From an optimization exercise on the open Yosys and OpenROAD flow, aimed at small area; shortcuts taken in it are not production practice. No functional check of the RTL was part of any run shown here. No activity file was given, so power comes from the tool's default toggle rates.

### design/flow/design.v
`timescale 1ns/1ps
module Delay #(
    parameter NUM_STAGES = 1,
    parameter DATA_WIDTH = 1
)(
    input  wire                  CLK,
    input  wire                  RESET_N,
    input  wire [DATA_WIDTH-1:0] DIN,
    output wire [DATA_WIDTH-1:0] DOUT
);
genvar i;
generate
if (NUM_STAGES == 0)
begin
    assign DOUT = DIN;
end
else if (NUM_STAGES > 0)
begin
    reg [NUM_STAGES*DATA_WIDTH-1:0] din_delay;
    always @(posedge CLK or negedge RESET_N)
    begin
        if(!RESET_N)
        begin
            din_delay[DATA_WIDTH-1:0] <= 0;
        end else
        begin
            din_delay[DATA_WIDTH-1:0] <= DIN;
        end
    end
    for (i=1; i<NUM_STAGES; i=i+1)
	 begin : REGISTER_STAGES
        always @(posedge CLK or negedge RESET_N )
        begin
            if(!RESET_N)
            begin
                din_delay[i*DATA_WIDTH+:DATA_WIDTH] <= 0;
            end else
            begin
                din_delay[i*DATA_WIDTH+:DATA_WIDTH] <= din_delay[(i-1)*DATA_WIDTH+:DATA_WIDTH];
            end
        end
    end
    assign DOUT = din_delay[(NUM_STAGES-1)*DATA_WIDTH+:DATA_WIDTH];
end
endgenerate
endmodule
module ADDF (
    input  a,
    input  b,
    input  c,
    output s,
    output co
);
assign {co, s} = a + b + c;
endmodule
module ADDH (
    input  a,
    input  b,
    output s,
    output co
);
assign {co, s} = a + b;
endmodule
module POPC32 (
    input  [31:0] x,
    output [4:0]  y
);
wire pc_1;
wire pc_2;
wire pc_3;
wire pc_4;
wire pc_5;
wire pc_6;
wire pc_7;
wire pc_8;
wire pc_9;
wire pc_10;
wire pc_11;
wire pc_12;
wire pc_13;
wire pc_14;
wire pc_15;
wire pc_16;
wire pc_17;
wire pc_18;
wire pc_19;
wire pc_20;
wire pc_21;
wire pc_22;
wire pc_23;
wire pc_24;
wire pc_25;
wire pc_26;
wire pc_27;
wire pc_28;
wire pc_29;
wire pc_30;
wire pc_31;
wire pc_32;
wire pc_33;
wire pc_34;
wire pc_35;
wire pc_36;
wire pc_37;
wire pc_38;
wire pc_39;
wire pc_40;
wire pc_41;
wire pc_42;
wire pc_43;
wire pc_44;
wire pc_45;
wire pc_46;
wire pc_47;
wire pc_48;
wire pc_49;
wire pc_50;
wire pc_51;
wire pc_52;
wire pc_53;
wire pc_54;
wire pc_55;
wire pc_56;
wire pc_57;
wire pc_58;
wire pc_59;
wire pc_60;
wire pc_61;
wire pc_62;
ADDF pc_f1 (.a(x[0]), .b(x[1]), .c(x[2]), .s(pc_1), .co(pc_2));
ADDF pc_f2 (.a(x[3]), .b(x[4]), .c(x[5]), .s(pc_3), .co(pc_4));
ADDF pc_f3 (.a(x[6]), .b(x[7]), .c(x[8]), .s(pc_5), .co(pc_6));
ADDF pc_f4 (.a(x[9]), .b(x[10]), .c(x[11]), .s(pc_7), .co(pc_8));
ADDF pc_f5 (.a(x[12]), .b(x[13]), .c(x[14]), .s(pc_9), .co(pc_10));
ADDF pc_f6 (.a(x[15]), .b(x[16]), .c(x[17]), .s(pc_11), .co(pc_12));
ADDF pc_f7 (.a(x[18]), .b(x[19]), .c(x[20]), .s(pc_13), .co(pc_14));
ADDF pc_f8 (.a(x[21]), .b(x[22]), .c(x[23]), .s(pc_15), .co(pc_16));
ADDF pc_f9 (.a(x[24]), .b(x[25]), .c(x[26]), .s(pc_17), .co(pc_18));
ADDF pc_f10 (.a(x[27]), .b(x[28]), .c(x[29]), .s(pc_19), .co(pc_20));
ADDF pc_f11 (.a(x[30]), .b(x[31]), .c(pc_1), .s(pc_21), .co(pc_22));
ADDF pc_f12 (.a(pc_3), .b(pc_5), .c(pc_7), .s(pc_23), .co(pc_24));
ADDF pc_f13 (.a(pc_9), .b(pc_11), .c(pc_13), .s(pc_25), .co(pc_26));
ADDF pc_f14 (.a(pc_15), .b(pc_17), .c(pc_19), .s(pc_27), .co(pc_28));
ADDF pc_f15 (.a(pc_21), .b(pc_23), .c(pc_25), .s(pc_29), .co(pc_30));
ADDH pc_h16 (.a(pc_27), .b(pc_29), .s(pc_31), .co(pc_32));
ADDF pc_f17 (.a(pc_2), .b(pc_4), .c(pc_6), .s(pc_33), .co(pc_34));
ADDF pc_f18 (.a(pc_8), .b(pc_10), .c(pc_12), .s(pc_35), .co(pc_36));
ADDF pc_f19 (.a(pc_14), .b(pc_16), .c(pc_18), .s(pc_37), .co(pc_38));
ADDF pc_f20 (.a(pc_20), .b(pc_22), .c(pc_24), .s(pc_39), .co(pc_40));
ADDF pc_f21 (.a(pc_26), .b(pc_28), .c(pc_33), .s(pc_41), .co(pc_42));
ADDF pc_f22 (.a(pc_35), .b(pc_37), .c(pc_30), .s(pc_43), .co(pc_44));
ADDF pc_f23 (.a(pc_39), .b(pc_41), .c(pc_32), .s(pc_45), .co(pc_46));
ADDH pc_h24 (.a(pc_43), .b(pc_45), .s(pc_47), .co(pc_48));
ADDF pc_f25 (.a(pc_34), .b(pc_36), .c(pc_38), .s(pc_49), .co(pc_50));
ADDF pc_f26 (.a(pc_40), .b(pc_42), .c(pc_49), .s(pc_51), .co(pc_52));
ADDF pc_f27 (.a(pc_44), .b(pc_51), .c(pc_46), .s(pc_53), .co(pc_54));
ADDH pc_h28 (.a(pc_48), .b(pc_53), .s(pc_55), .co(pc_56));
ADDF pc_f29 (.a(pc_50), .b(pc_52), .c(pc_54), .s(pc_57), .co(pc_58));
ADDH pc_h30 (.a(pc_56), .b(pc_57), .s(pc_59), .co(pc_60));
ADDH pc_h31 (.a(pc_58), .b(pc_60), .s(pc_61), .co(pc_62));
assign y = {pc_61, pc_59, pc_55, pc_47, pc_31};
endmodule
module MAC
    (
    input                                   clk     ,
    input                                   rst_n   ,
    output                                  MACMUX_Val,
    output reg [4    -1 : 0] MACMUX_Addr,
    output reg[ 32            -1 : 0] MACMUX_Psum,
    input                                   MUXMAC_Rdy,
    output                                  MACMUX_Empty,
    output                                  MACARB_ReqHelp,
    input                                   ARBMAC_Rst,
    input [ 2                       -1 : 0] PEBMAC_WeiCol,
    input [(
(8192*4*16*16/32) <= (1<<0) ? 0 : (8192*4*16*16/32) <= (1<<1) ? 1 :
(8192*4*16*16/32) <= (1<<2) ? 2 : (8192*4*16*16/32) <= (1<<3) ? 3 :
(8192*4*16*16/32) <= (1<<4) ? 4 : (8192*4*16*16/32) <= (1<<5) ? 5 :
(8192*4*16*16/32) <= (1<<6) ? 6 : (8192*4*16*16/32) <= (1<<7) ? 7 :
(8192*4*16*16/32) <= (1<<8) ? 8 : (8192*4*16*16/32) <= (1<<9) ? 9 :
(8192*4*16*16/32) <= (1<<10) ? 10 : (8192*4*16*16/32) <= (1<<11) ? 11 :
(8192*4*16*16/32) <= (1<<12) ? 12 : (8192*4*16*16/32) <= (1<<13) ? 13 :
(8192*4*16*16/32) <= (1<<14) ? 14 : (8192*4*16*16/32) <= (1<<15) ? 15 :
(8192*4*16*16/32) <= (1<<16) ? 16 : (8192*4*16*16/32) <= (1<<17) ? 17 :
(8192*4*16*16/32) <= (1<<18) ? 18 : (8192*4*16*16/32) <= (1<<19) ? 19 :
(8192*4*16*16/32) <= (1<<20) ? 20 : (8192*4*16*16/32) <= (1<<21) ? 21 :
(8192*4*16*16/32) <= (1<<22) ? 22 : (8192*4*16*16/32) <= (1<<23) ? 23 :
(8192*4*16*16/32) <= (1<<24) ? 24 : (8192*4*16*16/32) <= (1<<25) ? 25 :
(8192*4*16*16/32) <= (1<<26) ? 26 : (8192*4*16*16/32) <= (1<<27) ? 27 :
(8192*4*16*16/32) <= (1<<28) ? 28 : (8192*4*16*16/32) <= (1<<29) ? 29 :
(8192*4*16*16/32) <= (1<<30) ? 30 : (8192*4*16*16/32) <= (1<<31) ? 31 : 32)                        -1 : 0] AddrRowFlgAct,
    input [ (
(8192*4*16*16) <= (1<<0) ? 0 : (8192*4*16*16) <= (1<<1) ? 1 :
(8192*4*16*16) <= (1<<2) ? 2 : (8192*4*16*16) <= (1<<3) ? 3 :
(8192*4*16*16) <= (1<<4) ? 4 : (8192*4*16*16) <= (1<<5) ? 5 :
(8192*4*16*16) <= (1<<6) ? 6 : (8192*4*16*16) <= (1<<7) ? 7 :
(8192*4*16*16) <= (1<<8) ? 8 : (8192*4*16*16) <= (1<<9) ? 9 :
(8192*4*16*16) <= (1<<10) ? 10 : (8192*4*16*16) <= (1<<11) ? 11 :
(8192*4*16*16) <= (1<<12) ? 12 : (8192*4*16*16) <= (1<<13) ? 13 :
(8192*4*16*16) <= (1<<14) ? 14 : (8192*4*16*16) <= (1<<15) ? 15 :
(8192*4*16*16) <= (1<<16) ? 16 : (8192*4*16*16) <= (1<<17) ? 17 :
(8192*4*16*16) <= (1<<18) ? 18 : (8192*4*16*16) <= (1<<19) ? 19 :
(8192*4*16*16) <= (1<<20) ? 20 : (8192*4*16*16) <= (1<<21) ? 21 :
(8192*4*16*16) <= (1<<22) ? 22 : (8192*4*16*16) <= (1<<23) ? 23 :
(8192*4*16*16) <= (1<<24) ? 24 : (8192*4*16*16) <= (1<<25) ? 25 :
(8192*4*16*16) <= (1<<26) ? 26 : (8192*4*16*16) <= (1<<27) ? 27 :
(8192*4*16*16) <= (1<<28) ? 28 : (8192*4*16*16) <= (1<<29) ? 29 :
(8192*4*16*16) <= (1<<30) ? 30 : (8192*4*16*16) <= (1<<31) ? 31 : 32) + 6         -1 : 0] AddrRowAct,
    input [ (
(8192*4) <= (1<<0) ? 0 : (8192*4) <= (1<<1) ? 1 :
(8192*4) <= (1<<2) ? 2 : (8192*4) <= (1<<3) ? 3 :
(8192*4) <= (1<<4) ? 4 : (8192*4) <= (1<<5) ? 5 :
(8192*4) <= (1<<6) ? 6 : (8192*4) <= (1<<7) ? 7 :
(8192*4) <= (1<<8) ? 8 : (8192*4) <= (1<<9) ? 9 :
(8192*4) <= (1<<10) ? 10 : (8192*4) <= (1<<11) ? 11 :
(8192*4) <= (1<<12) ? 12 : (8192*4) <= (1<<13) ? 13 :
(8192*4) <= (1<<14) ? 14 : (8192*4) <= (1<<15) ? 15 :
(8192*4) <= (1<<16) ? 16 : (8192*4) <= (1<<17) ? 17 :
(8192*4) <= (1<<18) ? 18 : (8192*4) <= (1<<19) ? 19 :
(8192*4) <= (1<<20) ? 20 : (8192*4) <= (1<<21) ? 21 :
(8192*4) <= (1<<22) ? 22 : (8192*4) <= (1<<23) ? 23 :
(8192*4) <= (1<<24) ? 24 : (8192*4) <= (1<<25) ? 25 :
(8192*4) <= (1<<26) ? 26 : (8192*4) <= (1<<27) ? 27 :
(8192*4) <= (1<<28) ? 28 : (8192*4) <= (1<<29) ? 29 :
(8192*4) <= (1<<30) ? 30 : (8192*4) <= (1<<31) ? 31 : 32)                                    -1 : 0] AddrBlockWei,
    input [ 32            -1 : 0] MAC_FlgWei,
    input                                   MAC_FlgWei_Val,
    output                                  MAC_AddrFlgAct_Rdy,
    output reg [ (
(8192*4*16*16/32) <= (1<<0) ? 0 : (8192*4*16*16/32) <= (1<<1) ? 1 :
(8192*4*16*16/32) <= (1<<2) ? 2 : (8192*4*16*16/32) <= (1<<3) ? 3 :
(8192*4*16*16/32) <= (1<<4) ? 4 : (8192*4*16*16/32) <= (1<<5) ? 5 :
(8192*4*16*16/32) <= (1<<6) ? 6 : (8192*4*16*16/32) <= (1<<7) ? 7 :
(8192*4*16*16/32) <= (1<<8) ? 8 : (8192*4*16*16/32) <= (1<<9) ? 9 :
(8192*4*16*16/32) <= (1<<10) ? 10 : (8192*4*16*16/32) <= (1<<11) ? 11 :
(8192*4*16*16/32) <= (1<<12) ? 12 : (8192*4*16*16/32) <= (1<<13) ? 13 :
(8192*4*16*16/32) <= (1<<14) ? 14 : (8192*4*16*16/32) <= (1<<15) ? 15 :
(8192*4*16*16/32) <= (1<<16) ? 16 : (8192*4*16*16/32) <= (1<<17) ? 17 :
(8192*4*16*16/32) <= (1<<18) ? 18 : (8192*4*16*16/32) <= (1<<19) ? 19 :
(8192*4*16*16/32) <= (1<<20) ? 20 : (8192*4*16*16/32) <= (1<<21) ? 21 :
(8192*4*16*16/32) <= (1<<22) ? 22 : (8192*4*16*16/32) <= (1<<23) ? 23 :
(8192*4*16*16/32) <= (1<<24) ? 24 : (8192*4*16*16/32) <= (1<<25) ? 25 :
(8192*4*16*16/32) <= (1<<26) ? 26 : (8192*4*16*16/32) <= (1<<27) ? 27 :
(8192*4*16*16/32) <= (1<<28) ? 28 : (8192*4*16*16/32) <= (1<<29) ? 29 :
(8192*4*16*16/32) <= (1<<30) ? 30 : (8192*4*16*16/32) <= (1<<31) ? 31 : 32)-1:0] MAC_AddrFlgAct,
    input                                   MAC_FlgAct_Val,
    input [ 32            -1 : 0] MAC_FlgAct,
    output                                  MAC_AddrAct_Rdy,
    output reg[ (
(8192*4*16*16) <= (1<<0) ? 0 : (8192*4*16*16) <= (1<<1) ? 1 :
(8192*4*16*16) <= (1<<2) ? 2 : (8192*4*16*16) <= (1<<3) ? 3 :
(8192*4*16*16) <= (1<<4) ? 4 : (8192*4*16*16) <= (1<<5) ? 5 :
(8192*4*16*16) <= (1<<6) ? 6 : (8192*4*16*16) <= (1<<7) ? 7 :
(8192*4*16*16) <= (1<<8) ? 8 : (8192*4*16*16) <= (1<<9) ? 9 :
(8192*4*16*16) <= (1<<10) ? 10 : (8192*4*16*16) <= (1<<11) ? 11 :
(8192*4*16*16) <= (1<<12) ? 12 : (8192*4*16*16) <= (1<<13) ? 13 :
(8192*4*16*16) <= (1<<14) ? 14 : (8192*4*16*16) <= (1<<15) ? 15 :
(8192*4*16*16) <= (1<<16) ? 16 : (8192*4*16*16) <= (1<<17) ? 17 :
(8192*4*16*16) <= (1<<18) ? 18 : (8192*4*16*16) <= (1<<19) ? 19 :
(8192*4*16*16) <= (1<<20) ? 20 : (8192*4*16*16) <= (1<<21) ? 21 :
(8192*4*16*16) <= (1<<22) ? 22 : (8192*4*16*16) <= (1<<23) ? 23 :
(8192*4*16*16) <= (1<<24) ? 24 : (8192*4*16*16) <= (1<<25) ? 25 :
(8192*4*16*16) <= (1<<26) ? 26 : (8192*4*16*16) <= (1<<27) ? 27 :
(8192*4*16*16) <= (1<<28) ? 28 : (8192*4*16*16) <= (1<<29) ? 29 :
(8192*4*16*16) <= (1<<30) ? 30 : (8192*4*16*16) <= (1<<31) ? 31 : 32) + 6     -1 : 0] MAC_AddrAct,
    input                                   MAC_Act_Val,
    input [ 8             -1 : 0] MAC_Act,
    output                                  MAC_AddrWei_Rdy,
    output reg[ (
(8192*4) <= (1<<0) ? 0 : (8192*4) <= (1<<1) ? 1 :
(8192*4) <= (1<<2) ? 2 : (8192*4) <= (1<<3) ? 3 :
(8192*4) <= (1<<4) ? 4 : (8192*4) <= (1<<5) ? 5 :
(8192*4) <= (1<<6) ? 6 : (8192*4) <= (1<<7) ? 7 :
(8192*4) <= (1<<8) ? 8 : (8192*4) <= (1<<9) ? 9 :
(8192*4) <= (1<<10) ? 10 : (8192*4) <= (1<<11) ? 11 :
(8192*4) <= (1<<12) ? 12 : (8192*4) <= (1<<13) ? 13 :
(8192*4) <= (1<<14) ? 14 : (8192*4) <= (1<<15) ? 15 :
(8192*4) <= (1<<16) ? 16 : (8192*4) <= (1<<17) ? 17 :
(8192*4) <= (1<<18) ? 18 : (8192*4) <= (1<<19) ? 19 :
(8192*4) <= (1<<20) ? 20 : (8192*4) <= (1<<21) ? 21 :
(8192*4) <= (1<<22) ? 22 : (8192*4) <= (1<<23) ? 23 :
(8192*4) <= (1<<24) ? 24 : (8192*4) <= (1<<25) ? 25 :
(8192*4) <= (1<<26) ? 26 : (8192*4) <= (1<<27) ? 27 :
(8192*4) <= (1<<28) ? 28 : (8192*4) <= (1<<29) ? 29 :
(8192*4) <= (1<<30) ? 30 : (8192*4) <= (1<<31) ? 31 : 32)     -1 : 0] MAC_AddrWei,
    input                                   MAC_Wei_Val,
    input [ 8             -1 : 0] MAC_Wei
);
localparam IDLE    = 2'd0;
localparam WAITFLG = 2'd1;
localparam COMP    = 2'd2;
localparam WAITMUX = 2'd3;
reg  [1:0]  state;
reg  [1:0]  next_state;
reg         state_req;
reg         MAC_Empty;
reg  [4:0]  Cnt_Comp;        
reg         val_comp;        
reg         MAC_Addr_val;
reg         fnh;             
reg         OffAct_nz;       
reg         OffWei_nz;
reg  [31:0] ActFlag, WeiFlag;
reg         MACAW_ValOffset;
reg         MAC_Fnh;
reg  [4:0]  MACAW_OffsetAct;
reg  [4:0]  MACAW_OffsetWei;
wire comp     = state == COMP;
wire data_val = MAC_Wei_Val & MAC_Act_Val;
wire en_mac   = MAC_Addr_val & data_val & ~fnh;
wire pipe     = comp & (~MAC_Addr_val | data_val);
wire MAC_FnhRow = (Cnt_Comp == 5'd16) & MAC_Fnh;
wire done     = (~val_comp & en_mac) | ~MAC_Addr_val;
wire MAC_Sta  = (state == WAITFLG) & MAC_FlgWei_Val & MAC_FlgAct_Val;
always @(*) begin
    case (state)
        IDLE    : next_state = ARBMAC_Rst ? WAITFLG : IDLE;
        WAITFLG : next_state = (MAC_FlgWei_Val & MAC_FlgAct_Val) ? COMP : WAITFLG;
        COMP    : if (MAC_Fnh & done)
                      next_state = MAC_FnhRow ? IDLE : WAITFLG;
                  else if (MAC_Fnh & val_comp & en_mac)
                      next_state = WAITMUX;
                  else
                      next_state = COMP;
        default : next_state = MUXMAC_Rdy ? (MAC_FnhRow ? IDLE : WAITFLG) : WAITMUX;
    endcase
end
always @(posedge clk or negedge rst_n) begin
    if (!rst_n) state <= IDLE;
    else        state <= next_state;
end
assign MAC_AddrFlgAct_Rdy = state == WAITFLG;
assign MACMUX_Val   = (state == WAITMUX) & ~MUXMAC_Rdy;
assign MACMUX_Empty = state == IDLE;
wire next_state_req = state_req ? ~MAC_Empty : ARBMAC_Rst;
always @(posedge clk or negedge rst_n) begin
    if (!rst_n) state_req <= 1'b0;
    else        state_req <= next_state_req;
end
assign MACARB_ReqHelp = ~rst_n | ~next_state_req;
always @(posedge clk or negedge rst_n) begin
    if (!rst_n) MAC_Empty <= 1'b0;
    else        MAC_Empty <= (next_state == IDLE) & (state != IDLE);
end
wire [17:0] flg_inc;
INCR #(.W(18)) u_inc_flg (.a(MAC_AddrFlgAct), .ci(MAC_Sta), .y(flg_inc));
always @(posedge clk or negedge rst_n) begin
    if (!rst_n)          MAC_AddrFlgAct <= 0;
    else if (ARBMAC_Rst) MAC_AddrFlgAct <= AddrRowFlgAct;
    else                 MAC_AddrFlgAct <= flg_inc;
end
wire [4:0] cnt_inc;
INCR #(.W(5)) u_inc_cnt (.a(Cnt_Comp), .ci(MAC_Sta), .y(cnt_inc));
always @(posedge clk) begin
    if (ARBMAC_Rst) Cnt_Comp <= 0;
    else            Cnt_Comp <= cnt_inc;
end
wire [3:0] addr_inc;
INCR #(.W(4)) u_inc_addr (.a(MACMUX_Addr), .ci(MAC_Sta), .y(addr_inc));
always @(posedge clk or negedge rst_n) begin
    if (!rst_n)          MACMUX_Addr <= 0;
    else if (ARBMAC_Rst) MACMUX_Addr <= 4'd0 - PEBMAC_WeiCol;
    else                 MACMUX_Addr <= addr_inc;
end
always @(posedge clk) begin
    if (ARBMAC_Rst)   val_comp <= 1'b0;
    else if (MAC_Sta) val_comp <= ~(MACMUX_Addr[3] & MACMUX_Addr[2] & MACMUX_Addr[1]);
end
wire        ld_act = ARBMAC_Rst;
wire [28:0] act_sum;
ADDR5 #(.W(29)) u_add_act (
    .x  (ld_act ? AddrRowAct : MAC_AddrAct),
    .y  ({5{ld_act}} | ({5{pipe}} & MACAW_OffsetAct)),
    .yh (ld_act),
    .s  (act_sum)
);
always @(posedge clk or negedge rst_n) begin
    if (!rst_n) MAC_AddrAct <= 0;
    else        MAC_AddrAct <= act_sum;
end
wire        ld_wei = ARBMAC_Rst | MAC_Sta;
wire [14:0] wei_sum;
ADDR5 #(.W(15)) u_add_wei (
    .x  (ld_wei ? AddrBlockWei : MAC_AddrWei),
    .y  ({5{ld_wei}} | ({5{pipe}} & MACAW_OffsetWei)),
    .yh (ld_wei),
    .s  (wei_sum)
);
always @(posedge clk or negedge rst_n) begin
    if (!rst_n) MAC_AddrWei <= 0;
    else        MAC_AddrWei <= wei_sum;
end
always @(posedge clk or negedge rst_n) begin
    if (!rst_n)                     MAC_Addr_val <= 1'b0;
    else if (ARBMAC_Rst | MAC_Sta)  MAC_Addr_val <= 1'b0;
    else if (pipe)                  MAC_Addr_val <= MACAW_ValOffset;
end
always @(posedge clk) begin
    if (ARBMAC_Rst | MAC_Sta) fnh <= 1'b1;
    else if (pipe)            fnh <= MAC_Fnh;
end
always @(posedge clk) begin
    if (pipe) begin
        OffAct_nz <= |MACAW_OffsetAct;
        OffWei_nz <= |MACAW_OffsetWei;
    end
end
assign MAC_AddrAct_Rdy = MAC_Addr_val & OffAct_nz;
assign MAC_AddrWei_Rdy = MAC_Addr_val & OffWei_nz;
wire [32:0] T;
assign T[0] = ~pipe;
genvar i;
generate
    for (i = 0; i < 32; i = i + 1) begin : g_t
        assign T[i+1] = T[i] | (ActFlag[i] & WeiFlag[i]);
    end
endgenerate
wire [31:0] keep = T[31:0] & {32{~MAC_Sta}};
wire [4:0]  Offset_Act, Offset_Wei;
POPC32 u_pa (.x(ActFlag & ~T[31:0]), .y(Offset_Act));
POPC32 u_pw (.x(WeiFlag & ~T[31:0]), .y(Offset_Wei));
always @(posedge clk) begin
    ActFlag <= ({32{MAC_Sta}} & MAC_FlgAct) | (keep & ActFlag);
    WeiFlag <= ({32{MAC_Sta}} & MAC_FlgWei) | (keep & WeiFlag);
end
always @(posedge clk) begin
    if (MAC_Sta) begin
        MACAW_ValOffset <= 1'b0;
        MAC_Fnh         <= 1'b0;
    end else if (pipe) begin
        MACAW_ValOffset <= (|ActFlag) | (|WeiFlag);
        MAC_Fnh         <= ~T[32];
    end
end
always @(posedge clk or negedge rst_n) begin
    if (!rst_n) begin
        MACAW_OffsetAct <= 0;
        MACAW_OffsetWei <= 0;
    end else if (pipe) begin
        MACAW_OffsetAct <= Offset_Act;
        MACAW_OffsetWei <= Offset_Wei;
    end
end
wire [31:0] psum_sum;
MACC8 u_macc (
    .a (MAC_Act & {8{en_mac}}),
    .w (MAC_Wei),
    .p (MACMUX_Psum),
    .y (psum_sum)
);
always @(posedge clk or negedge rst_n) begin
    if (!rst_n) MACMUX_Psum <= 0;
    else        MACMUX_Psum <= psum_sum & {32{~MAC_Sta}};
end
endmodule
module INCR #(parameter W = 4) (
    input  [W-1:0] a,
    input          ci,
    output [W-1:0] y
);
wire [W:0] c;
assign c[0] = ci;
genvar k;
generate
    for (k = 0; k < W; k = k + 1) begin : g
        ADDH u (.a(a[k]), .b(c[k]), .s(y[k]), .co(c[k+1]));
    end
endgenerate
endmodule
module ADDR5 #(parameter W = 15) (
    input  [W-1:0] x,
    input  [4:0]   y,
    input          yh,
    output [W-1:0] s
);
wire [W:0] c;
assign c[0] = 1'b0;
genvar k;
generate
    for (k = 0; k < W; k = k + 1) begin : g
        if (k == 0)
            ADDH u (.a(x[k]), .b(y[k]), .s(s[k]), .co(c[k+1]));
        else if (k < 5)
            ADDF u (.a(x[k]), .b(y[k]), .c(c[k]), .s(s[k]), .co(c[k+1]));
        else
            ADDF u (.a(x[k]), .b(yh), .c(c[k]), .s(s[k]), .co(c[k+1]));
    end
endgenerate
endmodule
module MACC8 (
    input  [7:0]  a,
    input  [7:0]  w,
    input  [31:0] p,
    output [31:0] y
);
wire mc_1;
wire mc_2;
wire mc_3;
wire mc_4;
wire mc_5;
wire mc_6;
wire mc_7;
wire mc_8;
wire mc_9;
wire mc_10;
wire mc_11;
wire mc_12;
wire mc_13;
wire mc_14;
wire mc_15;
wire mc_16;
wire mc_17;
wire mc_18;
wire mc_19;
wire mc_20;
wire mc_21;
wire mc_22;
wire mc_23;
wire mc_24;
wire mc_25;
wire mc_26;
wire mc_27;
wire mc_28;
wire mc_29;
wire mc_30;
wire mc_31;
wire mc_32;
wire mc_33;
wire mc_34;
wire mc_35;
wire mc_36;
wire mc_37;
wire mc_38;
wire mc_39;
wire mc_40;
wire mc_41;
wire mc_42;
wire mc_43;
wire mc_44;
wire mc_45;
wire mc_46;
wire mc_47;
wire mc_48;
wire mc_49;
wire mc_50;
wire mc_51;
wire mc_52;
wire mc_53;
wire mc_54;
wire mc_55;
wire mc_56;
wire mc_57;
wire mc_58;
wire mc_59;
wire mc_60;
wire mc_61;
wire mc_62;
wire mc_63;
wire mc_64;
wire mc_65;
wire mc_66;
wire mc_67;
wire mc_68;
wire mc_69;
wire mc_70;
wire mc_71;
wire mc_72;
wire mc_73;
wire mc_74;
wire mc_75;
wire mc_76;
wire mc_77;
wire mc_78;
wire mc_79;
wire mc_80;
wire mc_81;
wire mc_82;
wire mc_83;
wire mc_84;
wire mc_85;
wire mc_86;
wire mc_87;
wire mc_88;
wire mc_89;
wire mc_90;
wire mc_91;
wire mc_92;
wire mc_93;
wire mc_94;
wire mc_95;
wire mc_96;
wire mc_97;
wire mc_98;
wire mc_99;
wire mc_100;
wire mc_101;
wire mc_102;
wire mc_103;
wire mc_104;
wire mc_105;
wire mc_106;
wire mc_107;
wire mc_108;
wire mc_109;
wire mc_110;
wire mc_111;
wire mc_112;
wire mc_113;
wire mc_114;
wire mc_115;
wire mc_116;
wire mc_117;
wire mc_118;
wire mc_119;
wire mc_120;
wire mc_121;
wire mc_122;
wire mc_123;
wire mc_124;
wire mc_125;
wire mc_126;
wire mc_127;
wire mc_128;
wire mc_129;
wire mc_130;
wire mc_131;
wire mc_132;
wire mc_133;
wire mc_134;
wire mc_135;
wire mc_136;
wire mc_137;
wire mc_138;
wire mc_139;
wire mc_140;
wire mc_141;
wire mc_142;
wire mc_143;
wire mc_144;
wire mc_145;
wire mc_146;
wire mc_147;
wire mc_148;
wire mc_149;
wire mc_150;
wire mc_151;
wire mc_152;
wire mc_153;
wire mc_154;
wire mc_155;
wire mc_156;
wire mc_157;
wire mc_158;
wire mc_159;
wire mc_160;
wire mc_161;
wire mc_162;
wire mc_163;
wire mc_164;
wire mc_165;
wire mc_166;
wire mc_167;
wire mc_168;
wire mc_169;
wire mc_170;
wire mc_171;
wire mc_172;
wire mc_173;
wire mc_174;
wire mc_175;
wire mc_176;
wire mc_177;
wire mc_178;
wire mc_179;
wire mc_180;
wire mc_181;
wire mc_182;
wire mc_183;
wire mc_184;
wire mc_185;
wire mc_186;
wire mc_187;
wire mc_188;
wire mc_189;
wire mc_190;
wire mc_191;
wire mc_192;
wire mc_193;
wire mc_194;
wire mc_195;
wire mc_196;
wire mc_197;
wire mc_198;
wire mc_199;
wire mc_200;
wire mc_201;
wire mc_202;
wire mc_203;
wire mc_204;
wire mc_205;
wire mc_206;
wire mc_207;
wire mc_208;
wire mc_209;
wire mc_210;
wire mc_211;
wire mc_212;
wire mc_213;
wire mc_214;
wire mc_215;
wire mc_216;
wire mc_217;
wire mc_218;
wire mc_219;
wire mc_220;
wire mc_221;
wire mc_222;
wire mc_223;
wire mc_224;
wire mc_225;
wire mc_226;
wire mc_227;
wire mc_228;
wire mc_229;
wire mc_230;
wire mc_231;
wire mc_232;
wire mc_233;
wire mc_234;
wire mc_235;
wire mc_236;
wire mc_237;
wire mc_238;
wire mc_239;
wire mc_240;
wire mc_241;
wire mc_242;
wire mc_243;
wire mc_244;
wire mc_245;
wire mc_246;
wire mc_247;
wire mc_248;
wire mc_249;
wire mc_250;
wire mc_251;
wire mc_252;
wire mc_253;
wire mc_254;
wire mc_255;
wire mc_256;
wire mc_257;
wire mc_258;
wire mc_259;
wire mc_260;
wire mc_261;
wire mc_262;
wire mc_263;
wire mc_264;
wire mc_265;
wire mc_266;
wire mc_267;
wire mc_268;
wire mc_269;
wire mc_270;
wire mc_271;
wire mc_272;
wire mc_273;
wire mc_274;
assign mc_1 = a[0] & w[0];
assign mc_2 = a[0] & w[1];
assign mc_3 = a[0] & w[2];
assign mc_4 = a[0] & w[3];
assign mc_5 = a[0] & w[4];
assign mc_6 = a[0] & w[5];
assign mc_7 = a[0] & w[6];
assign mc_8 = ~(a[0] & w[7]);
assign mc_9 = a[1] & w[0];
assign mc_10 = a[1] & w[1];
assign mc_11 = a[1] & w[2];
assign mc_12 = a[1] & w[3];
assign mc_13 = a[1] & w[4];
assign mc_14 = a[1] & w[5];
assign mc_15 = a[1] & w[6];
assign mc_16 = ~(a[1] & w[7]);
assign mc_17 = a[2] & w[0];
assign mc_18 = a[2] & w[1];
assign mc_19 = a[2] & w[2];
assign mc_20 = a[2] & w[3];
assign mc_21 = a[2] & w[4];
assign mc_22 = a[2] & w[5];
assign mc_23 = a[2] & w[6];
assign mc_24 = ~(a[2] & w[7]);
assign mc_25 = a[3] & w[0];
assign mc_26 = a[3] & w[1];
assign mc_27 = a[3] & w[2];
assign mc_28 = a[3] & w[3];
assign mc_29 = a[3] & w[4];
assign mc_30 = a[3] & w[5];
assign mc_31 = a[3] & w[6];
assign mc_32 = ~(a[3] & w[7]);
assign mc_33 = a[4] & w[0];
assign mc_34 = a[4] & w[1];
assign mc_35 = a[4] & w[2];
assign mc_36 = a[4] & w[3];
assign mc_37 = a[4] & w[4];
assign mc_38 = a[4] & w[5];
assign mc_39 = a[4] & w[6];
assign mc_40 = ~(a[4] & w[7]);
assign mc_41 = a[5] & w[0];
assign mc_42 = a[5] & w[1];
assign mc_43 = a[5] & w[2];
assign mc_44 = a[5] & w[3];
assign mc_45 = a[5] & w[4];
assign mc_46 = a[5] & w[5];
assign mc_47 = a[5] & w[6];
assign mc_48 = ~(a[5] & w[7]);
assign mc_49 = a[6] & w[0];
assign mc_50 = a[6] & w[1];
assign mc_51 = a[6] & w[2];
assign mc_52 = a[6] & w[3];
assign mc_53 = a[6] & w[4];
assign mc_54 = a[6] & w[5];
assign mc_55 = a[6] & w[6];
assign mc_56 = ~(a[6] & w[7]);
assign mc_57 = ~(a[7] & w[0]);
assign mc_58 = ~(a[7] & w[1]);
assign mc_59 = ~(a[7] & w[2]);
assign mc_60 = ~(a[7] & w[3]);
assign mc_61 = ~(a[7] & w[4]);
assign mc_62 = ~(a[7] & w[5]);
assign mc_63 = ~(a[7] & w[6]);
assign mc_64 = a[7] & w[7];
ADDH mc_h1 (.a(p[0]), .b(mc_1), .s(mc_65), .co(mc_66));
ADDF mc_f2 (.a(p[1]), .b(mc_2), .c(mc_9), .s(mc_67), .co(mc_68));
ADDH mc_h3 (.a(mc_66), .b(mc_67), .s(mc_69), .co(mc_70));
ADDF mc_f4 (.a(p[2]), .b(mc_3), .c(mc_10), .s(mc_71), .co(mc_72));
ADDF mc_f5 (.a(mc_17), .b(mc_68), .c(mc_71), .s(mc_73), .co(mc_74));
ADDH mc_h6 (.a(mc_70), .b(mc_73), .s(mc_75), .co(mc_76));
ADDF mc_f7 (.a(p[3]), .b(mc_4), .c(mc_11), .s(mc_77), .co(mc_78));
ADDF mc_f8 (.a(mc_18), .b(mc_25), .c(mc_72), .s(mc_79), .co(mc_80));
ADDF mc_f9 (.a(mc_77), .b(mc_74), .c(mc_79), .s(mc_81), .co(mc_82));
ADDH mc_h10 (.a(mc_76), .b(mc_81), .s(mc_83), .co(mc_84));
ADDF mc_f11 (.a(p[4]), .b(mc_5), .c(mc_12), .s(mc_85), .co(mc_86));
ADDF mc_f12 (.a(mc_19), .b(mc_26), .c(mc_33), .s(mc_87), .co(mc_88));
ADDF mc_f13 (.a(mc_78), .b(mc_85), .c(mc_87), .s(mc_89), .co(mc_90));
ADDF mc_f14 (.a(mc_80), .b(mc_89), .c(mc_82), .s(mc_91), .co(mc_92));
ADDH mc_h15 (.a(mc_84), .b(mc_91), .s(mc_93), .co(mc_94));
ADDF mc_f16 (.a(p[5]), .b(mc_6), .c(mc_13), .s(mc_95), .co(mc_96));
ADDF mc_f17 (.a(mc_20), .b(mc_27), .c(mc_34), .s(mc_97), .co(mc_98));
ADDF mc_f18 (.a(mc_41), .b(mc_86), .c(mc_88), .s(mc_99), .co(mc_100));
ADDF mc_f19 (.a(mc_95), .b(mc_97), .c(mc_90), .s(mc_101), .co(mc_102));
ADDF mc_f20 (.a(mc_99), .b(mc_101), .c(mc_92), .s(mc_103), .co(mc_104));
ADDH mc_h21 (.a(mc_94), .b(mc_103), .s(mc_105), .co(mc_106));
ADDF mc_f22 (.a(p[6]), .b(mc_7), .c(mc_14), .s(mc_107), .co(mc_108));
ADDF mc_f23 (.a(mc_21), .b(mc_28), .c(mc_35), .s(mc_109), .co(mc_110));
ADDF mc_f24 (.a(mc_42), .b(mc_49), .c(mc_96), .s(mc_111), .co(mc_112));
ADDF mc_f25 (.a(mc_98), .b(mc_107), .c(mc_109), .s(mc_113), .co(mc_114));
ADDF mc_f26 (.a(mc_100), .b(mc_111), .c(mc_113), .s(mc_115), .co(mc_116));
ADDF mc_f27 (.a(mc_102), .b(mc_115), .c(mc_104), .s(mc_117), .co(mc_118));
ADDH mc_h28 (.a(mc_106), .b(mc_117), .s(mc_119), .co(mc_120));
ADDF mc_f29 (.a(p[7]), .b(mc_8), .c(mc_15), .s(mc_121), .co(mc_122));
ADDF mc_f30 (.a(mc_22), .b(mc_29), .c(mc_36), .s(mc_123), .co(mc_124));
ADDF mc_f31 (.a(mc_43), .b(mc_50), .c(mc_57), .s(mc_125), .co(mc_126));
ADDF mc_f32 (.a(mc_108), .b(mc_110), .c(mc_121), .s(mc_127), .co(mc_128));
ADDF mc_f33 (.a(mc_123), .b(mc_125), .c(mc_112), .s(mc_129), .co(mc_130));
ADDF mc_f34 (.a(mc_114), .b(mc_127), .c(mc_116), .s(mc_131), .co(mc_132));
ADDF mc_f35 (.a(mc_129), .b(mc_131), .c(mc_118), .s(mc_133), .co(mc_134));
ADDH mc_h36 (.a(mc_120), .b(mc_133), .s(mc_135), .co(mc_136));
assign mc_137 = ~(p[8] ^ mc_16);
assign mc_138 = p[8] | mc_16;
ADDF mc_f37 (.a(mc_23), .b(mc_30), .c(mc_37), .s(mc_139), .co(mc_140));
ADDF mc_f38 (.a(mc_44), .b(mc_51), .c(mc_58), .s(mc_141), .co(mc_142));
ADDF mc_f39 (.a(mc_122), .b(mc_124), .c(mc_126), .s(mc_143), .co(mc_144));
ADDF mc_f40 (.a(mc_137), .b(mc_139), .c(mc_141), .s(mc_145), .co(mc_146));
ADDF mc_f41 (.a(mc_128), .b(mc_143), .c(mc_145), .s(mc_147), .co(mc_148));
ADDF mc_f42 (.a(mc_130), .b(mc_147), .c(mc_132), .s(mc_149), .co(mc_150));
ADDF mc_f43 (.a(mc_149), .b(mc_134), .c(mc_136), .s(mc_151), .co(mc_152));
ADDF mc_f44 (.a(p[9]), .b(mc_24), .c(mc_31), .s(mc_153), .co(mc_154));
ADDF mc_f45 (.a(mc_38), .b(mc_45), .c(mc_52), .s(mc_155), .co(mc_156));
ADDF mc_f46 (.a(mc_59), .b(mc_138), .c(mc_140), .s(mc_157), .co(mc_158));
ADDF mc_f47 (.a(mc_142), .b(mc_153), .c(mc_155), .s(mc_159), .co(mc_160));
ADDF mc_f48 (.a(mc_144), .b(mc_146), .c(mc_157), .s(mc_161), .co(mc_162));
ADDF mc_f49 (.a(mc_159), .b(mc_148), .c(mc_161), .s(mc_163), .co(mc_164));
ADDF mc_f50 (.a(mc_163), .b(mc_150), .c(mc_152), .s(mc_165), .co(mc_166));
ADDF mc_f51 (.a(p[10]), .b(mc_32), .c(mc_39), .s(mc_167), .co(mc_168));
ADDF mc_f52 (.a(mc_46), .b(mc_53), .c(mc_60), .s(mc_169), .co(mc_170));
ADDF mc_f53 (.a(mc_154), .b(mc_156), .c(mc_167), .s(mc_171), .co(mc_172));
ADDF mc_f54 (.a(mc_169), .b(mc_158), .c(mc_160), .s(mc_173), .co(mc_174));
ADDF mc_f55 (.a(mc_171), .b(mc_162), .c(mc_173), .s(mc_175), .co(mc_176));
ADDF mc_f56 (.a(mc_164), .b(mc_175), .c(mc_166), .s(mc_177), .co(mc_178));
ADDF mc_f57 (.a(p[11]), .b(mc_40), .c(mc_47), .s(mc_179), .co(mc_180));
ADDF mc_f58 (.a(mc_54), .b(mc_61), .c(mc_168), .s(mc_181), .co(mc_182));
ADDF mc_f59 (.a(mc_170), .b(mc_179), .c(mc_172), .s(mc_183), .co(mc_184));
ADDF mc_f60 (.a(mc_181), .b(mc_174), .c(mc_183), .s(mc_185), .co(mc_186));
ADDF mc_f61 (.a(mc_176), .b(mc_185), .c(mc_178), .s(mc_187), .co(mc_188));
ADDF mc_f62 (.a(p[12]), .b(mc_48), .c(mc_55), .s(mc_189), .co(mc_190));
ADDF mc_f63 (.a(mc_62), .b(mc_180), .c(mc_189), .s(mc_191), .co(mc_192));
ADDF mc_f64 (.a(mc_182), .b(mc_191), .c(mc_184), .s(mc_193), .co(mc_194));
ADDF mc_f65 (.a(mc_186), .b(mc_193), .c(mc_188), .s(mc_195), .co(mc_196));
ADDF mc_f66 (.a(p[13]), .b(mc_56), .c(mc_63), .s(mc_197), .co(mc_198));
ADDF mc_f67 (.a(mc_190), .b(mc_197), .c(mc_192), .s(mc_199), .co(mc_200));
ADDF mc_f68 (.a(mc_199), .b(mc_194), .c(mc_196), .s(mc_201), .co(mc_202));
ADDF mc_f69 (.a(p[14]), .b(mc_64), .c(mc_198), .s(mc_203), .co(mc_204));
ADDF mc_f70 (.a(mc_203), .b(mc_200), .c(mc_202), .s(mc_205), .co(mc_206));
assign mc_207 = ~(p[15] ^ mc_204);
assign mc_208 = p[15] | mc_204;
ADDH mc_h71 (.a(mc_207), .b(mc_206), .s(mc_209), .co(mc_210));
assign mc_211 = ~(p[16] ^ mc_208);
assign mc_212 = p[16] | mc_208;
ADDH mc_h72 (.a(mc_211), .b(mc_210), .s(mc_213), .co(mc_214));
assign mc_215 = ~(p[17] ^ mc_212);
assign mc_216 = p[17] | mc_212;
ADDH mc_h73 (.a(mc_215), .b(mc_214), .s(mc_217), .co(mc_218));
assign mc_219 = ~(p[18] ^ mc_216);
assign mc_220 = p[18] | mc_216;
ADDH mc_h74 (.a(mc_219), .b(mc_218), .s(mc_221), .co(mc_222));
assign mc_223 = ~(p[19] ^ mc_220);
assign mc_224 = p[19] | mc_220;
ADDH mc_h75 (.a(mc_223), .b(mc_222), .s(mc_225), .co(mc_226));
assign mc_227 = ~(p[20] ^ mc_224);
assign mc_228 = p[20] | mc_224;
ADDH mc_h76 (.a(mc_227), .b(mc_226), .s(mc_229), .co(mc_230));
assign mc_231 = ~(p[21] ^ mc_228);
assign mc_232 = p[21] | mc_228;
ADDH mc_h77 (.a(mc_231), .b(mc_230), .s(mc_233), .co(mc_234));
assign mc_235 = ~(p[22] ^ mc_232);
assign mc_236 = p[22] | mc_232;
ADDH mc_h78 (.a(mc_235), .b(mc_234), .s(mc_237), .co(mc_238));
assign mc_239 = ~(p[23] ^ mc_236);
assign mc_240 = p[23] | mc_236;
ADDH mc_h79 (.a(mc_239), .b(mc_238), .s(mc_241), .co(mc_242));
assign mc_243 = ~(p[24] ^ mc_240);
assign mc_244 = p[24] | mc_240;
ADDH mc_h80 (.a(mc_243), .b(mc_242), .s(mc_245), .co(mc_246));
assign mc_247 = ~(p[25] ^ mc_244);
assign mc_248 = p[25] | mc_244;
ADDH mc_h81 (.a(mc_247), .b(mc_246), .s(mc_249), .co(mc_250));
assign mc_251 = ~(p[26] ^ mc_248);
assign mc_252 = p[26] | mc_248;
ADDH mc_h82 (.a(mc_251), .b(mc_250), .s(mc_253), .co(mc_254));
assign mc_255 = ~(p[27] ^ mc_252);
assign mc_256 = p[27] | mc_252;
ADDH mc_h83 (.a(mc_255), .b(mc_254), .s(mc_257), .co(mc_258));
assign mc_259 = ~(p[28] ^ mc_256);
assign mc_260 = p[28] | mc_256;
ADDH mc_h84 (.a(mc_259), .b(mc_258), .s(mc_261), .co(mc_262));
assign mc_263 = ~(p[29] ^ mc_260);
assign mc_264 = p[29] | mc_260;
ADDH mc_h85 (.a(mc_263), .b(mc_262), .s(mc_265), .co(mc_266));
assign mc_267 = ~(p[30] ^ mc_264);
assign mc_268 = p[30] | mc_264;
ADDH mc_h86 (.a(mc_267), .b(mc_266), .s(mc_269), .co(mc_270));
assign mc_271 = ~(p[31] ^ mc_268);
assign mc_272 = p[31] | mc_268;
ADDH mc_h87 (.a(mc_271), .b(mc_270), .s(mc_273), .co(mc_274));
assign y = {mc_273, mc_269, mc_265, mc_261, mc_257, mc_253, mc_249, mc_245, mc_241, mc_237, mc_233, mc_229, mc_225, mc_221, mc_217, mc_213, mc_209, mc_205, mc_201, mc_195, mc_187, mc_177, mc_165, mc_151, mc_135, mc_119, mc_105, mc_93, mc_83, mc_75, mc_69, mc_65};
endmodule
### design/flow/run.sh
#!/bin/bash
# synth_recipe.tcl (not shown) runs the flow's synth.tcl, then flattens the netlist and writes it again
# the make line also repeats each setting of config.mk as NAME=value (left out here)
make -C /OpenROAD-flow-scripts/flow DESIGN_CONFIG=/design/flow/config.mk WORK_HOME=/design/flow/orfs CLKGATE_MAP_FILE= SYNTH_SCRIPT=/design/flow/synth_recipe.tcl finish
### design/flow/config.mk
export PLATFORM = sky130hd
export DESIGN_NAME = MAC
export DESIGN_NICKNAME = MAC
export VERILOG_FILES = /design/flow/design.v
export SDC_FILE = /design/flow/constraint.sdc
export NUM_CORES = 4
export LEC_CHECK = 0
export ABC_AREA = 1
export CAP_MARGIN = 20
export CORE_MARGIN = 2
export CORE_UTILIZATION = 40
export PLACE_DENSITY = 0.6
export SLEW_MARGIN = 20
export SYNTH_HIERARCHICAL = 1
export SYNTH_MINIMUM_KEEP_SIZE = 0
### design/flow/constraint.sdc
create_clock -name core_clock -period 9.0 [get_ports {clk}]
set_input_delay 1.8000 -clock core_clock [delete_from_list [all_inputs] [get_ports {clk}]]
set_output_delay 1.8000 -clock core_clock [all_outputs]
set_load 0.01 [all_outputs]
==> results of run 1 <==
[power breakdown]
group / switching, uW / internal [uW] / leakage [uW]
registers: 211 / 1190 / 0.00203
logic: 1020 / 957 / 0.00620
clock network: 345 / 392 / 0.000261
[Yosys cell counts]
master    instances
a21oi_1           4
a31oi_1           1
o21ai_1           1
nand4_4           8
nor2_4            7
nand3_2           1
nand3_1          16
buf_2            16
buf_4            42
nand2_1         435
clkbuf_1         23
fa_1            156
nor2_1          115
dfxtp_1          73
nand4_1           5
dfrtp_1         113
edfxtp_1          2
nor3_1            7
o21ai_0          75
inv_2             2
inv_1           233
clkinv_1          1
a41oi_1           2
ha_1             82
or2_2             1
nor3_4            1
o211ai_1          2
or3_1             2
o21ai_2           1
buf_1            10
nor4_1           15
[timing repair]
item,4_1_cts,5_1_grt
endpoints found under the setup margin,24,21
endpoints found under the hold margin,0,0
buffers inserted,3,2
resized for setup,19,13
pin swaps,4,36
[state kept, by name, summed over array words and instances (netlist names), 2 cells and up]
signal           count
MACAW_OffsetWei      5
WeiFlag             32
ActFlag             32
state                2
MACMUX_Addr          4
MAC_AddrWei         15
MACMUX_Psum         32
MAC_AddrFlgAct      18
Cnt_Comp             5
MACAW_OffsetAct      5
MAC_AddrAct         29
[worst max-delay path by stage]
stage,slack [ns],startpoint,endpoint
2_1_floorplan,-3.06,ARBMAC_Rst,MAC_AddrAct[28]
6_report,-2.91,MAC_Wei_Val,MAC_AddrAct[28]
3_3_place_gp,-3.61,MAC_Wei_Val,MAC_AddrAct[28]
4_1_cts,-2.87,MAC_Wei_Val,MAC_AddrAct[28]
3_5_place_dp,-3.70,MAC_Wei_Val,MAC_AddrAct[28]
5_1_grt,-3.10,MAC_Wei_Val,MAC_AddrAct[28]
[layer usage]
| layer | track usage | vias to the layer above | share of wire |
|---|---|---|---|
| li1 | - | 4801 | - |
| met1 | 0.248 | 4562 | 0.44 |
| met2 | 0.331 | 200 | 0.50 |
| met3 | 0.0325 | 26 | 0.040 |
| met4 | 0.0496 | 0 | 0.018 |
| met5 | 0 | - | 0 |
[stage by stage]
step | total power (uW) | cell area (sq um) | setup TNS [ns] | hold slack [ns] | cells
2_1_floorplan | 2830 | 13400 | -27.23 | 0.409 | 1452
3_3_place_gp | 3330 | 16200 | -43.75 | 0.424 | 2072
3_5_place_dp | 3390 | 16200 | -46.22 | 0.428 | 2072
4_1_cts | 4170 | 16800 | -22.71 | 0.444 | 2107
5_1_grt | 4530 | 16900 | -33.53 | 0.470 | 2108
6_report | 4110 | 16900 | -28.76 | 0.436 | 2109
[logic make-up (layout without fill, tap and decap cells)]
group	after synthesis	count (layout)
AO/OA/AOI/OAI	86	86
adder cells (fa/ha/maj)	238	238
flip-flops	188	188
AND/OR/NAND/NOR	613	613
buffers and inverters	327	581
other	0	1
[worst max-delay path: cells and delay by family]
kind                     cells  cell delay [ns]
AO/OA/AOI/OAI                1             0.06
adder cells (fa/ha/maj)     29            10.03
AND/OR/NAND/NOR              3             0.23
buffers and inverters        1             0.09
[final cells by class]
| type | instances | area (sq um) |
|---|---|---|
| antenna | 1 | 2.50 |
| multi-input combinational | 937 | 7570 |
| fill | 2870 | 14800 |
| sequential | 188 | 4350 |
| clock buffer | 20 | 447 |
| inverter | 236 | 891 |
| clock inverter | 12 | 116 |
| timing repair buffer | 313 | 3010 |
| tap | 402 | 503 |
[per-module statistics from Yosys, one instance, submodules excluded, excerpt]
module | times used | cells | cell area (sq um) | flip-flops and latches
MACC8 | 1 | 221 | 1120 | 0
ADDF | 156 | 1 | 20.0 | 0
POPC32 | 2 | 5 | 37.5 | 0
ADDH | 64 | 1 | 12.5 | 0
MAC | 1 | 1001 | 7830 | 188
==> impl_metrics.csv, run 1 <==
group,metric,value,unit
outcome,status,"complete, but fails checks",
outcome,so.violations,"negative setup slack",
power_and_ir_drop,p_leak,0.00849,uW
placed_design,hpwl,24500,microns
setup_path,cp-end-kind,"flip-flop",
synthesis,synth_cells,1452,
global_route,antenna_found_initial,1,
synthesis,yosysTopAreaCellShare,0.241,
final_layout,area_delta_synth_final,30.4,%
clocking,holdBufCountCts,0,
setup_path,rrSetupSlack,-1.82,ns
global_route,grt_overflow_total,0,
sta,timing_hold_violations_final,0,
synthesis,synth_fa_ha_area_frac,0.320,
sta,setup_viol,23,
floorplan,ios,256,
drt,vias,9589,
sta,max_freq,83.9,MHz
sta,tightest_slew,0.887,ns
setup_path,slowest_delay,0.44,ns
floorplan,rows,65,
synthesis,synthSimpleGateAreaFrac,0.201,
drt,drtPass1Iterations,7,
final_layout,final_cell_mix,"nand2_1, clkdlybuf4s50_1, inv_1",
floorplan,core_area,31700,sq um
clocking,htreeDepth,4,
final_layout,drive_gt1_frac,0.117,
synthesis,synth_top_family_by_area,"adder cells",
power_and_ir_drop,powerDensity,243,nW/um^2
setup_path,crit_arrival,12.23,ns
final_layout,nNetsFinal,2083,
synthesis,syn_nets,1842,
setup_path,r2r_end,"MAC_AddrAct[28]",
floorplan,dieArea,33800,sq um
synthesis,synth-seq-area-share,0.336,
sta,final.setup_skew,0.0110,ns
setup_path,start_kind,"primary input",
synthesis,yosysTopAreaCell,"fa_1",
sta,relSlewSlack,0.408,
min_path,holdCritPathClass,"flip-flop to flip-flop",
final_layout,final_core_util,0.532,
clocking,cts_buffer_depth,2,
min_path,holdCritStartpoint,"MAC_Empty",
drt,drc_errors,0,
flow_run,cap_violations,0,
floorplan,die_w,184,microns
synthesis,muxShareOfSynthArea,0,
placed_design,portBuffers,255,
sta,drv_slew,0,
setup_path,r2r_cells,33,
clocking,clk_latency,0.44,ns
clocking,root_buffer,"clkbuf_16",
setup_path,reg2reg_from,"state[1]",
setup_path,required,9.31,ns
global_route,grt_pass1_vias,10013,
setup_path,cp_common_cell,"fa_2",
floorplan,start_util,0.408,
global_route,grt_pass1_wl,50400,microns
clocking,path_clk_slew,0.07,ns
synthesis,ys_seq_elements,188,
synthesis,netlist_area,12900,sq um
drt,drt_iter0_drc,419,
clocking,clock_sinks,188,
placed_design,gp_congestion,0.849,
setup_path,crit_type,"primary input to flip-flop",
sta,period_needed,11.91,ns
synthesis,ys_top_cells_by_area,"fa_1, dfrtp_1, nand2_1",
clocking,cts_tree,"done",
drt,wl,30700,microns
sta,rsz0062_at_grt,"true",
sta,fin_crit_sh,1.32,
placed_design,place_ws,-3.70,ns
drt,routedWlPerCell,14.6,microns
setup_path,path_max_fanout,3,
synthesis,yosysWarnings,7,
synthesis,synth-xor-area-share,0,
synthesis,postSynthAreaPerCell,8.92,sq um
floorplan,die_h,184,microns
final_layout,final_common_cell,"nand2_1",
drt,ant_nets,0,
setup_path,cp_slowest_cell,"fa_1",
global_route,grt_max_degree,104,
min_path,holdPathStages,1,
power_and_ir_drop,ir_drop,139,uV
synthesis,synth-compound-area-share,0.0346,
drt,routed_via_density,4.55,
sta,worst_slack,-2.91,ns
global_route,grt_usage,0.191,
clocking,cts_made_buffers,17,
min_path,whs_endpoint,"state_req",
synthesis,ys_types,31,
==> run 2: changes to the inputs <==
==> design/flow/flow/run.sh (new file) <==
#!/bin/bash
# Standard layout, with plain buf_1 cells as the port buffers.
set -euo pipefail
export BUFFER_PORTS_ARGS="-buffer_cell sky130_fd_sc_hd__buf_1"
bash standard.sh finish > standard_flow.log 2>&1
==> design/flow/standard.sh (new file) <==
#!/bin/bash
# synth_recipe.tcl (not shown) runs the flow's synth.tcl, then flattens the netlist and writes it again
# the make line also repeats each setting of config.mk as NAME=value (left out here)
make -C /OpenROAD-flow-scripts/flow DESIGN_CONFIG=/design/flow/config.mk WORK_HOME=/design/flow/orfs CLKGATE_MAP_FILE= SYNTH_SCRIPT=/design/flow/synth_recipe.tcl "${@:-finish}"
removed: design/flow/run.sh
==> run 2 against run 1 <==
Still fails the layout checks on negative setup slack. Die area unchanged. Register-to-register slack better by 0.08 ns. Final cell count barely moved. Hold slack worse by 0.0061 ns. Clock-buffer cell count unchanged. Setup slack better by 0.091 ns. Clock skew about the same. Critical path depth unchanged. Largest cell class unchanged. Highest routed layer unchanged.
==> impl_metrics.csv, run 2 <==
group,metric,value,unit
final_layout,drive_gt1_frac,0.123,
setup_path,slowest_delay,0.42,ns
power_and_ir_drop,p_total,3880,uW
synthesis,ys_seq_elements,188,
drt,routed_via_density,4.56,
drt,drc_errors,0,
setup_path,crit_start,"MAC_Wei_Val",
min_path,holdCritPathClass,"flip-flop to flip-flop",
clocking,cts_buffer_depth,2,
drt,dr.max_layer_used,"met4",
sta,max_freq,84.6,MHz
sta,fin_crit_sh,1.31,
global_route,antenna_found_initial,1,
clocking,path_clk_slew,0.08,ns
drt,routedWlPerCell,14.2,microns
final_layout,final_common_cell,"nand2_1",
final_layout,postLayoutCellArea,15400,sq um
drt,routedLengthMet1,13400,microns
synthesis,syn_nets,1842,
global_route,grt_overflow_total,0,
sta,worst_slack,-2.82,ns
floorplan,dieArea,33800,sq um
synthesis,yosysTopAreaCell,"fa_1",
flow_run,cap_violations,0,
placed_design,hpwl,23700,microns
drt,wl_met3,1320,microns
clocking,htreeDepth,4,
floorplan,ios,256,
synthesis,postSynthAreaPerCell,8.92,sq um
placed_design,portBuffers,255,
min_path,holdCritStartpoint,"MAC_Empty",
setup_path,cp_common_cell,"fa_2",
synthesis,ys_types,31,
setup_path,cp-endpoint,"MAC_AddrAct[28]",
setup_path,cp_slowest_cell,"fa_1",
final_layout,top_regs,"ActFlag: 32 flops, MACMUX_Psum: 32 flops, WeiFlag: 32 flops",
floorplan,start_util,0.408,
sta,relSlewSlack,0.384,
sta,timing_hold_violations_final,0,
drt,ant_nets,0,
final_layout,instances_no_fill,2110,
sta,period_needed,11.82,ns
drt,vias,9629,
sta,drv_slew,0,
global_route,grt_max_degree,103,
synthesis,synth-seq-area-share,0.336,
clocking,cts_made_buffers,17,
setup_path,reg2reg_from,"state[1]",
power_and_ir_drop,p_leak,0.00783,uW
setup_path,crit_arrival,12.14,ns
power_and_ir_drop,powerDensity,252,nW/um^2
final_layout,final_cell_mix,"nand2_1, buf_1, inv_1",
clocking,holdBufCountCts,0,
outcome,so.violations,"negative setup slack",
synthesis,synth_top_cells_by_count,"nand2_1, inv_1, fa_1",
setup_path,crit_type,"primary input to flip-flop",
setup_path,r2r_cells,33,
synthesis,yosys_most_used_dff,"dfrtp_1",
synthesis,synth_edf_count,2,
clocking,cts_tree,"done",
sta,fin_tns_setup,-24.93,ns
global_route,grt_usage,0.189,
placed_design,gp_congestion,0.840,
drt,wl_met2,14600,microns
final_layout,nNetsFinal,2084,
drt,drt_iter0_drc,359,
floorplan,rows,65,
synthesis,synth_cells,1452,
clocking,clock_sinks,188,
drt,drtPass1Iterations,4,
placed_design,placed_cells,2071,
sta,final.setup_skew,0.0115,ns
setup_path,cp-end-kind,"flip-flop",
setup_path,start_kind,"primary input",
clocking,clk_latency,0.44,ns
final_layout,area_delta_synth_final,18.6,%
synthesis,yosysWarnings,7,
sta,setup_viol,21,
placed_design,post_dp_cell_area,14600,sq um
drt,wl,30100,microns
synthesis,yosysTopAreaCellShare,0.241,
sta,rsz0062_at_grt,"true",
sta,tightest_slew,0.924,ns
clocking,root_buffer,"clkbuf_16",
floorplan,core_area,31700,sq um
power_and_ir_drop,ir_drop,137,uV
synthesis,synth.most_common_cell,"nand2_1",
final_layout,nFillCells,3046,
final_layout,final_core_util,0.484,
global_route,grt_pass1_wl,49700,microns
synthesis,synthArstFlopShare,0.601,
setup_path,required,9.31,ns
synthesis,netlist_area,12900,sq um
floorplan,die_h,184,microns
global_route,grt_pass1_vias,10080,
setup_path,r2r_end,"MAC_AddrAct[28]",
synthesis,ys_top_cells_by_area,"fa_1, dfrtp_1, nand2_1",
setup_path,path_max_fanout,3,
floorplan,die_w,184,microns
setup_path,rrSetupSlack,-1.74,ns
outcome,status,"complete, but fails checks",
[run 2: per-module statistics from Yosys, one instance, submodules excluded, excerpt]
module	times used	flops+latches
ADDF	156	0
POPC32	2	0
MAC	1	188
MACC8	1	0
ADDH	64	0
[run 2: where the power goes]
group / internal [uW] / switching (uW)
combinational: 704 / 1020
clock: 400 / 355
sequential: 1190 / 211
[run 2: cell type report]
cell class / instances / area (sq um) / share of cell area
clock buffers: 20 / 457 / 0.0297
flip-flops and latches: 188 / 4350 / 0.283
multi-input cells: 937 / 7600 / 0.495
inverters: 236 / 891 / 0.0580
well taps: 402 / 503 / 0.0327
diodes: 1 / 2.50 / 0.000163
repair buffers: 314 / 1440 / 0.0938
clock inverters: 12 / 115 / 0.00749
[run 2: worst max-delay path, delay by kind of cell]
family	cells	cell delay (ns)
simple gates	3	0.21
compound gates	1	0.05
fa+ha+maj	29	9.96
buf+inv	1	0.09
[run 2: what timing repair did]
action	4_1_cts	5_1_grt
setup buffers	4	4
setup endpoints to repair	21	24
cloned	0	0
endpoints found under the hold margin	0	0
gates resized for setup	21	19
pin swaps	36	29
[run 2: metrics by stage]
step                      hold slack (ns)  setup WS (ns)
final                               0.430          -2.82
after global routing                0.461          -3.00
after CTS                           0.432          -2.82
after detailed placement            0.421          -3.29
after global placement              0.424          -3.24
after floorplan                     0.409          -3.06
[run 2: layer usage]
metal / vias up / track usage
met5: - / 0
met4: 0 / 0.0656
met3: 42 / 0.0313
met2: 220 / 0.317
met1: 4560 / 0.247
li1: 4807 / -
[run 2: worst min-delay path by stage]
stage	end	depth (start not counted)	slack, ns
5_1_grt	state_req	1	0.46
3_5_place_dp	state_req	1	0.42
4_1_cts	state_req	1	0.43
6_report	state_req	1	0.43
3_3_place_gp	state_req	1	0.42
2_1_floorplan	state_req	1	0.41
[run 2: cell families (layout without fill, tap and decap cells)]
logic type,Yosys count,in the layout,share of synthesized area
adder cells (fa/ha/maj),238,238,0.320
AO/OA/AOI/OAI,86,86,0.0346
other,0,1,0
flip-flops,188,188,0.336
buffers and inverters,327,582,0.109
AND/OR/NAND/NOR,613,613,0.201

## port drivers added, routing unchanged
The flow's constraints put no driver on any port. The routed layouts listed below were extracted and timed again, unchanged, in two steps.
Step 1 assumes that a clkbuf_16 drives the clock port and a buf_2 every other input.
Step 2 adds t to the input delays and takes it off the output delays; t is the mean of the earliest and latest rising clock arrival at the registers after step 1. Input paths then give back, and output paths get back, about the clock's delay inside the block.
Three values: ideal, step 1, step 2; two values: the first two.
run | shift t [ns] | setup WS [ns] | worst setup path at the end | slew at the worst register clock pin (ns)
run 1 | 0.481 | -2.915 / -2.896 / -3.378 | input to register | 0.07 / 0.07
run 2 | 0.485 | -2.823 / -2.808 / -3.293 | input to register | 0.08 / 0.08
The setup slack of run 2, which loses most, moves by +0.015 ns with the drivers and by -0.470 ns with both steps.
